Context: an optimization exercise on an open-source flow, tuned for small area. The choices shown serve that exercise and are no tape-out recipe.
Function was checked by simulation only, so behaviour that the tests miss may differ from the original.
No activity file was given, so power comes from the tool's default toggle rates.

==> flow/design.v, too long to show whole: its modules and the start of the top module <==
// module fifo_fwft: 47 lines
// module duf_decoder: 2940 lines
module duf_decoder (
    input clk,
    input reset,
    input [2:0] stage,
    input [17:0] is_error_syndromes,
    output [107:0] roots,
    output [17:0] is_odd_clusters,
    output [17:0] is_odd_cardinalities,
    output [17:0] is_touching_boundaries,
    output has_message_flying
);
  // ...
==> flow/flow/run.sh <==
#!/bin/bash
# Own layout flow: the standard ORFS flow (standard.sh) with these changes:
#  - synthesis is synth_recipe.tcl unchanged except that ABC maps with flow/area.abc
#    (an area-oriented mapping) instead of ORFS's script; registers are untouched;
#  - CTS uses clkbuf_8 with larger sink clusters and no dummy loads (the clock tree
#    stays balanced: every register is reached through the same number of buffers);
#  - the port buffers that the standard flow inserts on every input and output are buf_1.
# Each tool's output goes to its own log under orfs/logs/ (ORFS), and make's to orfs_make.log.
set -euo pipefail
W=$(pwd)
cat > "$W/own_synth.tcl" <<EOT
proc abc {args} {
  set i [lsearch -exact \$args -script]
  if {\$i >= 0} { lset args [expr {\$i + 1}] {$W/flow/area.abc} }
  yosys abc {*}\$args
}
source {$W/synth_recipe.tcl}
EOT
CTS="-sink_clustering_enable -repair_clock_nets -dont_use_dummy_load -buf_list sky130_fd_sc_hd__clkbuf_8 -sink_clustering_size 16 -sink_clustering_max_diameter 60"
PORTS="-inputs -outputs -buffer_cell sky130_fd_sc_hd__buf_1"
bash standard.sh "SYNTH_SCRIPT=$W/own_synth.tcl" "CTS_ARGS=$CTS" "BUFFER_PORTS_ARGS=$PORTS" finish > "$W/orfs_make.log" 2>&1
==> flow/flow/area.abc <==
strash; &get -n; &dch; &nf -R 1000; &put; topo; dnsize -c
==> flow/standard.sh <==
#!/bin/bash
# synth_recipe.tcl (not shown) runs the flow's synth.tcl, then flattens the netlist and writes it again
# the make line also repeats each setting of config.mk as NAME=value (left out here)
make -C /OpenROAD-flow-scripts/flow DESIGN_CONFIG=/design/flow/config.mk WORK_HOME=/design/flow/orfs CLKGATE_MAP_FILE= SYNTH_SCRIPT=/design/flow/synth_recipe.tcl "${@:-finish}"
==> flow/config.mk <==
export PLATFORM = sky130hd
export DESIGN_NAME = duf_decoder
export DESIGN_NICKNAME = duf_decoder
export VERILOG_FILES = /design/flow/design.v
export SDC_FILE = /design/flow/constraint.sdc
export NUM_CORES = 4
export LEC_CHECK = 0
export CAP_MARGIN = 20
export CORE_MARGIN = 2
export CORE_UTILIZATION = 45
export SLEW_MARGIN = 20
==> flow/constraint.sdc <==
create_clock -name core_clock -period 12.0 [get_ports {clk}]
set_input_delay 2.4000 -clock core_clock [delete_from_list [all_inputs] [get_ports {clk}]]
set_output_delay 2.4000 -clock core_clock [all_outputs]
set_load 0.01 [all_outputs]
==> flow_metrics.env, run 1 <==
export IMPL_status="timing/DRC/antenna clean"
export IMPL_p_seq_share_pct=63.2
export IMPL_max_stage_delay_ps=1020
export IMPL_gr_max_usage_layer="met2"
export IMPL_vias=90800
export IMPL_wl_met1_um=166000
export IMPL_clock_skew_ps=89.4
export IMPL_regToRegEndpoint="fly$_DFF_P_"
export IMPL_dp_hpwl_um=305000
export IMPL_clockPowerShare_pct=31.1
export IMPL_drc=0
export IMPL_relSlewSlack_pct=15.9
export IMPL_grtUsageMet3_pct=9.23
export IMPL_cts_buffer_depth=3
export IMPL_htree_levels=4
export IMPL_power_switching_mw=3.15
export IMPL_synthAdderAreaFrac_pct=1.10
export IMPL_crit_arrival_ps=10430
export IMPL_synth_most_common_cell="nand2_1"
export IMPL_period_share_pct=80.2
export IMPL_synthFlopType="dfxtp_1"
export IMPL_fp_row_count=169
export IMPL_cts_resized=0
export IMPL_buffers=352
export IMPL_tns_ps=0
export IMPL_drive_gt1_share_pct=3.45
export IMPL_hold_path_depth=2
export IMPL_stdcell_area_sq_um=104000
export IMPL_clk_share_pct=2.44
export IMPL_grt_pass1_wl_um=585000
export IMPL_grt_pass1_vias=83300
export IMPL_drv_slew=0
export IMPL_powerSeq_mw=7.67
export IMPL_netlist_area_sq_um=95900
export IMPL_dpl_worst_slack_ps=3100
export IMPL_cp_num_cells=33
==> run 2: changes to the inputs <==
--- a/flow/design.v
+++ b/flow/design.v
@@ -59,28 +59,27 @@
     input [2:0] stage,
     input [17:0] is_error_syndromes,
     output [107:0] roots,
     output [17:0] is_odd_clusters,
     output [17:0] is_odd_cardinalities,
     output [17:0] is_touching_boundaries,
     output has_message_flying
 );
-reg [2:0] st;
+reg s_spread, s_grow, s_sync, s_load;
 reg spread_d, last_sync, last_grow;
 always @(posedge clk) begin
-    st <= reset ? 3'd0 : stage;
-    spread_d <= !reset && st == 3'd1;
-    last_sync <= !reset && st == 3'd3;
-    last_grow <= !reset && st == 3'd2;
+    s_spread <= !reset && stage == 3'd1;
+    s_grow <= !reset && stage == 3'd2;
+    s_sync <= !reset && stage == 3'd3;
+    s_load <= !reset && stage == 3'd4;
+    spread_d <= !reset && s_spread;
+    last_sync <= !reset && s_sync;
+    last_grow <= !reset && s_grow;
 end
-wire s_spread = st == 3'd1;
-wire s_grow = st == 3'd2;
-wire s_sync = st == 3'd3;
-wire s_load = st == 3'd4;
 wire clr = reset | s_load;
 reg [4:0] p0_or, p0_ur, p0_l;
 reg p0_e, p0_oc, p0_tb, p0_ocd, p0_sv, p0_g, p0_uv;
 reg [1:0] p0_bi;
 reg [6:0] p0_sm;
 wire p0_uov, p0_inc;
 reg [4:0] p1_or, p1_ur, p1_l;
 reg p1_e, p1_oc, p1_tb, p1_ocd, p1_sv, p1_g, p1_uv;
==> flow_metrics.env, run 2 <==
export IMPL_vdd_ir_drop_max_mv=0.125
export IMPL_relSlewSlack_pct=8.17
export IMPL_path_max_fanout=10
export IMPL_yosysSeqAreaShare_pct=50.1
export IMPL_nets=11500
export IMPL_crit_arrival_ps=10300
export IMPL_period_share_pct=79.1
export IMPL_path_clk_slew_ps=100
export IMPL_via_per_inst=6.27
export IMPL_dp_hpwl_um=307000
export IMPL_grt_pass1_wl_um=580000
export IMPL_ctsHoldBuffers=0
export IMPL_worst_pin_slew_ps=1380
export IMPL_p_int_mw=8.86
export IMPL_clockPowerShare_pct=32.5
export IMPL_synth_largest_area_cell="dfxtp_1"
export IMPL_synthArstFlopShare_pct=0
export IMPL_timing_hold_ws_ps=385
export IMPL_rrSetupSlack_ps=2500
export IMPL_power_per_cell_area_nw_per_um2=113
export IMPL_grt_max_degree=161
export IMPL_p_seq_share_pct=64.4
export IMPL_slowest_stage="a21oi_1"
export IMPL_wl_per_cell_um=28.7
export IMPL_clock_sinks=2138
export IMPL_total_power_mw=11.7
export IMPL_dieArea_sq_um=216000
export IMPL_cts_buffer_depth=3
export IMPL_hold_path_depth=1
export IMPL_antenna_found_initial=37
export IMPL_multiInputGateArea_sq_um=45700
export IMPL_ys_warn_count=7
export IMPL_start_util_pct=45.2
export IMPL_fin_crit_ps=9500
export IMPL_max_cap_violations=0
export IMPL_post_cts_buffers=0
export IMPL_tns_ps=0
export IMPL_combPwrFrac_pct=3.2
export IMPL_vias=89300
export IMPL_synth_cell_types=69
export IMPL_cp_required_ps=12810
export IMPL_pin_count=186
export IMPL_clock_skew_ps=132
export IMPL_dr_pass1_iters=9
export IMPL_yosys_register_bits=2138
export IMPL_min_delay_start="u_dc_p3_p1.t1$_SDFFE_PN0P_"
export IMPL_numPortBuffers=167
export IMPL_swShare_pct=24.1
export IMPL_drc=0
export IMPL_finalWirelength_um=409000
export IMPL_cp_start_kind="register"
export IMPL_grt_pass1_vias=82300
export IMPL_dp_cells=14000
export IMPL_final_common_cell="nand2_1"
export IMPL_regToRegEndpoint="fly$_DFF_P_"
export IMPL_synthCells=10900
export IMPL_area_growth_pct=8.23
export IMPL_layout_setup_ws_ps=2500
export IMPL_stdcell_count=14200
export IMPL_ys_top_cells_by_area="dfxtp_1, edfxtp_1, nand2_1, a22oi_1, nor2_1"
export IMPL_finalHoldViolCount=0
export IMPL_layout_common_cells="nand2_1, dfxtp_1, nor2_1"
export IMPL_min_to="u_dc_p3_p1.t0$_SDFFE_PN0P_"
export IMPL_power_switching_mw=2.82
export IMPL_die_w_um=465
export IMPL_synth_edf_count=516
export IMPL_drive_gt1_share_pct=3.54
export IMPL_grt_total_usage_pct=36.5
export IMPL_antenna_left=0
export IMPL_htree_levels=4
export IMPL_numCtsBuffers=186
export IMPL_min_path_type="register to register"
export IMPL_place_congestion=1.03
export IMPL_globalRoute_totalOverflow=0
export IMPL_leakage_nw=38.1
export IMPL_fill_cells=20200
export IMPL_worstReg2RegStart="lk14[1]$_DFF_P_"
export IMPL_synth_area_per_cell_sq_um=8.77
export IMPL_core_sq_um=212000
export IMPL_die_h_um=465
export IMPL_cts_tree="yes"
export IMPL_max_stage_delay_ps=890
export IMPL_rsz0062_at_grt="no"
export IMPL_fmax_ghz=0.105
export IMPL_drtIter0Drc=11000
export IMPL_worstRegToRegCells=30
export IMPL_synth_top_area_share_pct=33.9
export IMPL_synth_commonest_cells="nand2_1, dfxtp_1, nor2_1, a21oi_1, a22oi_1"
export IMPL_cts_root_buf="clkbuf_8"
export IMPL_synth_most_common_cell="nand2_1"
export IMPL_critPathKind="register to register"
export IMPL_regArea_sq_um=48000
export IMPL_dpl_worst_slack_ps=2850
export IMPL_drv_slew=0
export IMPL_synthFlopType="dfxtp_1"
export IMPL_netlist_area_sq_um=95600
export IMPL_status="timing/DRC/antenna clean"
export IMPL_endpoint_kind="register"
export IMPL_fp_row_count=169
export IMPL_setup_viol=0
export IMPL_cts_resized=0
export IMPL_clk_latency_ps=1020
==> run 2: changes by cell type after synthesis, moves of 18 or more <==
cell and delta:
nand2_1 +36, o32ai_1 -18, o32a_1 +18, o21ai_0 -56, nor3_1 -58, nor2b_1 +41
o221ai_1 +20, a21oi_1 -93, nand3_1 -19
==> run 2: worst max-delay path by stage <==
| stage | start | endpoint | slack (ps) | cells after the start |
|---|---|---|---|---|
| after floorplan | reset | lk0[0]$_DFF_P_ | 1860 | 2 |
| after global placement | lk14[1]$_DFF_P_ | fly$_DFF_P_ | 2540 | 30 |
| after detailed placement | last_sync$_DFF_P_ | p9_sv$_SDFFE_PN0P_ | 2850 | 32 |
| after CTS | last_sync$_DFF_P_ | p9_sv$_SDFFE_PN0P_ | 2830 | 32 |
| after global routing | lk20[1]$_DFF_P_ | p8_sv$_SDFFE_PN0P_ | 2210 | 33 |
| final | lk14[1]$_DFF_P_ | fly$_DFF_P_ | 2500 | 30 |
==> run 2: cells by family after synthesis <==
logic type / share of synthesized area [%]
AO/OA/AOI/OAI: 22.4
XOR/XNOR: 4.45
adder cells (fa/ha/maj): 1.10
buffers and inverters: 2.19
flip-flops: 50.1
multiplexers: 0.241
other: 0.00392
AND/OR/NAND/NOR: 19.5
==> run 2: power groups by stage <==
| stage | Clock [mW] | Combinational, mW | Sequential (mW) |
|---|---|---|---|
| after floorplan | 0 | 0.179 | 7.61 |
| after global placement | 0 | 0.352 | 7.68 |
| after detailed placement | 0 | 0.354 | 7.68 |
| after CTS | 3.85 | 0.355 | 7.51 |
| after global routing | 4.10 | 0.378 | 7.52 |
| final | 3.79 | 0.369 | 7.52 |
==> run 2: per-layer routing <==
layer / global-route usage, % / up-vias / share of wire (%)
li1: - / 40400 / -
met1: 47.8 / 43200 / 41
met2: 54.4 / 4526 / 42
met3: 9.68 / 1124 / 10
met4: 20.7 / 38 / 6.7
met5: 0.417 / - / 0.088
==> run 2: area by class of cell <==
class / count / area share (%)
flip-flops and latches: 2138 / 46.3
clock buffers: 186 / 2.47
multi-input cells: 8304 / 44.2
inverters: 413 / 1.50
repair buffers: 359 / 2.05
well taps: 2821 / 3.41
diodes: 19 / 0.0459
==> run 2: worst max-delay path: cells and delay by family, from the launching register on <==
family | cells | cell delay (ps)
AO/OA/AOI/OAI | 14 | 4870
AND/OR/NAND/NOR | 13 | 3030
buffers and inverters | 3 | 780
flip-flops | 1 | 620
==> run 2: through the flow <==
step	utilization (%)	area [sq um]
2_1_floorplan	-	95700
4_1_cts	48.9	103000
5_1_grt	48.9	103000
6_report	48.9	104000
3_3_place_gp	47.7	101000
3_5_place_dp	47.7	101000

==> re-timing with driven ports <==
The results above use ideal ports. As a check the final layouts listed here were re-extracted and re-timed, cells and wires unchanged.
Step 1 (the two cells are an assumption about what drives the block):
set clk [get_ports {clk}]
set_driving_cell -lib_cell sky130_fd_sc_hd__clkbuf_16 $clk
set_driving_cell -lib_cell sky130_fd_sc_hd__buf_2 [delete_from_list [all_inputs] $clk]
Step 2, shift: input delay + t, output delay - t, t = (earliest + latest rising clock arrival at the registers) / 2. This alone moves slack from input paths to output paths.
a / b / c = ideal / step 1 / step 2; a / b = the first two.
| run | t (ns) | slack for setup (ns) | hold WS [ns] | latest minus earliest clock arrival (ns) | slew at the worst register clock pin (ns) |
|---|---|---|---|---|---|
| run 1 | 1.083 | 2.374 / 2.374 / 2.374 | 0.404 / 0.404 / 0.404 | 0.106 / 0.107 | 0.11 / 0.11 |
| run 2 | 1.056 | 2.503 / 2.503 / 2.503 | 0.385 / 0.385 / 0.385 | 0.133 / 0.133 | 0.11 / 0.11 |
After both steps setup and hold are still met in every run listed.
